This design comes from an exercise in tuning for small area and a short achievable clock period on the open sky130 flow, not from production work. Only simulation tests tie the RTL to the original design; equivalence was not proved.

==> v3: inputs <==
## FIR_Filter_16tap
module FIR_Filter_16tap #(parameter N = 16)(
    input clk, reset, enable,
    input [N-1:0] data_in,
    output [31:0] data_out
);
  reg [15:0] x1;
  reg [15:0] xn2;
  reg [15:0] x3;
  reg [15:0] xn4;
  reg [15:0] x5;
  reg [15:0] xn6;
  reg [15:0] x7;
  reg [15:0] xn8;
  reg [15:0] x9;
  reg [15:0] xn10;
  reg [15:0] x11;
  reg [15:0] xn12;
  reg [15:0] x13;
  reg [15:0] xn14;
  reg [15:0] x15;
  reg [15:0] xn16;
  reg [20:0] Cc;
  reg [24:0] Cs;
  reg [24:0] y1;
  wire _h1_;
  wire _h3_;
  wire _h5_;
  wire _h7_;
  wire _h9_;
  wire _h11_;
  wire _h13_;
  wire _h15_;
  wire _h17_;
  wire _h19_;
  wire _h21_;
  wire _h23_;
  wire _h25_;
  wire _h27_;
  wire _h29_;
  wire _h31_;
  wire _h33_;
  wire _h35_;
  wire _h37_;
  wire _h39_;
  wire _h41_;
  wire _h43_;
  wire _h45_;
  wire _h47_;
  wire _h49_;
  wire _h51_;
  wire _h53_;
  wire _h55_;
  wire _h57_;
  wire _h59_;
  wire _h61_;
  wire _h63_;
  wire _h65_;
  wire _h67_;
  wire _h69_;
  ...
==> flow/config.mk <==
export PLATFORM = sky130hd
export DESIGN_NAME = FIR_Filter_16tap
export DESIGN_NICKNAME = FIR_Filter_16tap
export VERILOG_FILES = /design/flow/design.v
export SDC_FILE = /design/flow/constraint.sdc
export NUM_CORES = 4
export LEC_CHECK = 0
export CAP_MARGIN = 20
export CORE_MARGIN = 2
export CORE_UTILIZATION = 62
export SLEW_MARGIN = 20
==> flow/constraint.sdc <==
create_clock -name core_clock -period 16.0 [get_ports {clk}]
set_input_delay 3.2000 -clock core_clock [delete_from_list [all_inputs] [get_ports {clk}]]
set_output_delay 3.2000 -clock core_clock [all_outputs]
set_load 0.01 [all_outputs]
standard.sh (not shown) runs the stock make flow with config.mk's settings and CLKGATE_MAP_FILE= SYNTH_SCRIPT=/design/flow/synth_recipe.tcl, a recipe that flattens the netlist after the stock synthesis.
==> flow/flow/run.sh <==
#!/bin/bash
# Layout flow: the standard flow with its synthesis netlist replaced by a
# hand-built gate netlist of the same design (flow/hand.py, the script that
# also wrote rtl/fir_filter_16tap.v, so registers and adder structure match
# the RTL one for one), then
#  - flow/fixpol.py removes inverters around full adders (a full adder is
#    self-dual); the logic function is unchanged;
#  - timing repair aims at a setup margin of 11.3 ns (about a 4.7 ns period)
#    instead of the bare 16 ns clock;
#  - ports are buffered with buf_4 cells, and the clock tree uses clkbuf_8
#    cells, sink clusters of 15 and no dummy loads.
# The standard synthesis still runs first; if its registers (names and cell
# types) differ from the hand netlist's, its own netlist is kept instead.
# Logs: make_synth.log, hand.log, fixpol.log, make_finish.log here, and the
# ORFS logs under orfs/logs.
set -euo pipefail
MARGIN=${MARGIN:-11.3}
CTS="-sink_clustering_enable -repair_clock_nets -dont_use_dummy_load -buf_list {sky130_fd_sc_hd__clkbuf_8} -sink_clustering_size 12 -sink_clustering_max_diameter 50"
R=orfs/results/sky130hd/FIR_Filter_16tap/base
bash standard.sh synth > make_synth.log 2>&1
cp $R/1_2_yosys.v std_synth.v
python3 flow/hand.py --pol alt --csC --x1c --cpaA bk --gclr --c16ha -o hand.v > hand.log 2>&1
regs() { grep -o 'dfxtp_1 [^ ]*' "$1" | sort; }
if [[ "$(regs std_synth.v)" == "$(regs hand.v)" ]] && [[ $(regs hand.v | wc -l) -gt 0 ]]; then
  echo "using hand netlist" >> hand.log
  cp hand.v $R/1_2_yosys.v
else
  echo "register mismatch: keeping the standard netlist" >> hand.log
fi
python3 flow/fixpol.py $R/1_2_yosys.v > fixpol.log 2>&1
touch $R/1_2_yosys.v
bash standard.sh finish SETUP_SLACK_MARGIN=$MARGIN "BUFFER_PORTS_ARGS=-buffer_cell sky130_fd_sc_hd__buf_4" "CTS_ARGS=$CTS" > make_finish.log 2>&1
Other scripts of this flow, unchanged in this note and not shown: flow/flow/fixpol.py, flow/flow/hand.py
==> v4: changes against v3 <==
--- a/flow/flow/run.sh
+++ b/flow/flow/run.sh
@@ -15,7 +15,7 @@
 # ORFS logs under orfs/logs.
 set -euo pipefail
 MARGIN=${MARGIN:-11.3}
-CTS="-sink_clustering_enable -repair_clock_nets -dont_use_dummy_load -buf_list {sky130_fd_sc_hd__clkbuf_8} -sink_clustering_size 12 -sink_clustering_max_diameter 50"
+CTS="-sink_clustering_enable -repair_clock_nets -dont_use_dummy_load -buf_list {sky130_fd_sc_hd__clkbuf_8} -sink_clustering_size 18 -sink_clustering_max_diameter 60"
 R=orfs/results/sky130hd/FIR_Filter_16tap/base
 bash standard.sh synth > make_synth.log 2>&1
 cp $R/1_2_yosys.v std_synth.v
==> summary of the runs <==
In synthesized cell count, v4 and v3 do not differ. Setup slack: v4 is better than v3 (0.031 ns). Of v3 and v4, v3 has the higher clock-buffer cell count (gap 13). In v3 the first-iteration DRC count is larger than in v4, by about 2.6%. Of v3 and v4, v3 has the higher non-clock buffer count (gap 9). In synthesized area, v4 and v3 do not differ.

* * *

==> inputs of v15 <==
FIR_Filter_16tap, a different RTL version from the one above (not shown whole).
==> flow/config.mk <==
export PLATFORM = sky130hd
export DESIGN_NAME = FIR_Filter_16tap
export DESIGN_NICKNAME = FIR_Filter_16tap
export VERILOG_FILES = /design/flow/design.v
export SDC_FILE = /design/flow/constraint.sdc
export NUM_CORES = 4
export LEC_CHECK = 0
export CAP_MARGIN = 20
export CORE_MARGIN = 2
export CORE_UTILIZATION = 66
export SLEW_MARGIN = 20
==> flow/constraint.sdc <==
create_clock -name core_clock -period 16.0 [get_ports {clk}]
set_input_delay 3.2000 -clock core_clock [delete_from_list [all_inputs] [get_ports {clk}]]
set_output_delay 3.2000 -clock core_clock [all_outputs]
set_load 0.01 [all_outputs]
==> flow/flow/run.sh <==
#!/bin/bash
# Layout flow: the standard flow with its synthesis netlist replaced by a
# hand-built gate netlist of the same design (flow/hand.py, the script that
# also wrote rtl/fir_filter_16tap.v, so registers and adder structure match
# the RTL one for one), then
#  - flow/fixpol.py removes inverters around full adders (a full adder is
#    self-dual); the logic function is unchanged;
#  - timing repair aims at a setup margin of 11.3 ns (about a 4.7 ns period)
#    instead of the bare 16 ns clock;
#  - ports are buffered with buf_4 cells, and the clock tree uses clkbuf_8
#    cells, sink clusters of 15 and no dummy loads.
# The standard synthesis still runs first; if its registers (names and cell
# types) differ from the hand netlist's, its own netlist is kept instead.
# Logs: make_synth.log, hand.log, fixpol.log, make_finish.log here, and the
# ORFS logs under orfs/logs.
set -euo pipefail
MARGIN=${MARGIN:-11.3}
CTS="-sink_clustering_enable -repair_clock_nets -dont_use_dummy_load -buf_list {sky130_fd_sc_hd__clkbuf_8} -sink_clustering_size 15 -sink_clustering_max_diameter 60"
R=orfs/results/sky130hd/FIR_Filter_16tap/base
bash standard.sh synth > make_synth.log 2>&1
cp $R/1_2_yosys.v std_synth.v
python3 flow/hand.py --pol alt --csC --x1c --cpaA bk --gclr -o hand.v > hand.log 2>&1
regs() { grep -o 'dfxtp_1 [^ ]*' "$1" | sort; }
if [[ "$(regs std_synth.v)" == "$(regs hand.v)" ]] && [[ $(regs hand.v | wc -l) -gt 0 ]]; then
  echo "using hand netlist" >> hand.log
  cp hand.v $R/1_2_yosys.v
else
  echo "register mismatch: keeping the standard netlist" >> hand.log
fi
python3 flow/fixpol.py $R/1_2_yosys.v > fixpol.log 2>&1
touch $R/1_2_yosys.v
bash standard.sh finish SETUP_SLACK_MARGIN=$MARGIN "BUFFER_PORTS_ARGS=-buffer_cell sky130_fd_sc_hd__buf_4" "CTS_ARGS=$CTS" > make_finish.log 2>&1
Other scripts of this flow, unchanged in this note and not shown: flow/flow/fixpol.py, flow/flow/hand.py
==> v7 (differences from v15) <==
--- a/flow/flow/run.sh
+++ b/flow/flow/run.sh
@@ -14,7 +14,7 @@
 # Logs: make_synth.log, hand.log, fixpol.log, make_finish.log here, and the
 # ORFS logs under orfs/logs.
 set -euo pipefail
-MARGIN=${MARGIN:-11.3}
+MARGIN=${MARGIN:-11.15}
 CTS="-sink_clustering_enable -repair_clock_nets -dont_use_dummy_load -buf_list {sky130_fd_sc_hd__clkbuf_8} -sink_clustering_size 15 -sink_clustering_max_diameter 60"
 R=orfs/results/sky130hd/FIR_Filter_16tap/base
 bash standard.sh synth > make_synth.log 2>&1
CORE_UTILIZATION = 62   (was 66)
==> v30 (differences from v15) <==
--- a/flow/flow/run.sh
+++ b/flow/flow/run.sh
@@ -14,7 +14,7 @@
 # Logs: make_synth.log, hand.log, fixpol.log, make_finish.log here, and the
 # ORFS logs under orfs/logs.
 set -euo pipefail
-MARGIN=${MARGIN:-11.3}
+MARGIN=${MARGIN:-11.5}
 CTS="-sink_clustering_enable -repair_clock_nets -dont_use_dummy_load -buf_list {sky130_fd_sc_hd__clkbuf_8} -sink_clustering_size 15 -sink_clustering_max_diameter 60"
 R=orfs/results/sky130hd/FIR_Filter_16tap/base
 bash standard.sh synth > make_synth.log 2>&1
CORE_UTILIZATION = 62   (was 66)
==> v17 (differences from v15) <==
CORE_UTILIZATION = 57   (was 66)
==> notes.md <==
v15 completed without violations. v17 finished with timing, DRC and antenna clean. v7 passed the timing, DRC and antenna checks. v30 ran to the end with no violations. Wire length: v15 is lower than v30 (about 6.5%). Register-to-register slack: v7 < v15 < v17 < v30. In v15 the global-route usage is higher than in v7, by 0.69 points. Non-clock buffer count: v17 < v15 < v7 < v30.
==> figures <==
item                                                    v30         v15          v7         v17
Total CTS buffers                                        28          29          28          30
Clock buffer instance count of the final layout          28          29          28          30
Floorplan die height                                 163 um      158 um      163 um      169 um
Status                     no timing/DRC/antenna violations  no timing/DRC/antenna violations  no timing/DRC/antenna violations  no timing/DRC/antenna violations
Hold Crit Start                                      x11[9]      x11[9]      x11[9]      x15[7]
Starting DRC count in detailed routing                  440         356         404         289
Slew at the pin closest to its max-slew limit      0.627 ns    0.627 ns    0.753 ns    0.679 ns
Total placed instance area                       16400 um^2  16400 um^2  16400 um^2  16400 um^2
Post-route cell area                             17800 um^2  17200 um^2  17100 um^2  17100 um^2
Sequential standard cell area                     6520 um^2   6510 um^2   6510 um^2   6510 um^2

==> port drivers added, routing unchanged <==
The results above use ideal ports. As a check the final layouts listed here were re-extracted and re-timed, cells and wires unchanged.
Step 1, drivers: a clkbuf_16 drives clk and a buf_2 each remaining input, both assumed.
Step 2 also shifts input and output timing later by t, the mid clock arrival at the registers, as if the neighbouring blocks saw the same clock.
a / b / c = no drivers / after step 1 / after step 2; a / b = the first two.
run	t, ns	setup slack, ns	pins driven straight from the clock port
v3	0.563	11.375 / 11.398 / 10.835	1
v4	0.594	11.406 / 11.429 / 10.835	1
v15	0.616	11.292 / 11.317 / 10.701	1
v7	0.605	11.267 / 11.291 / 10.686	1
v30	0.604	11.421 / 11.446 / 10.842	1
v17	0.631	11.305 / 11.326 / 10.696	1
After both steps every run listed still meets setup and hold. The setup slack of v17, which loses most, moves by +0.021 ns with the drivers and by -0.609 ns with both steps.
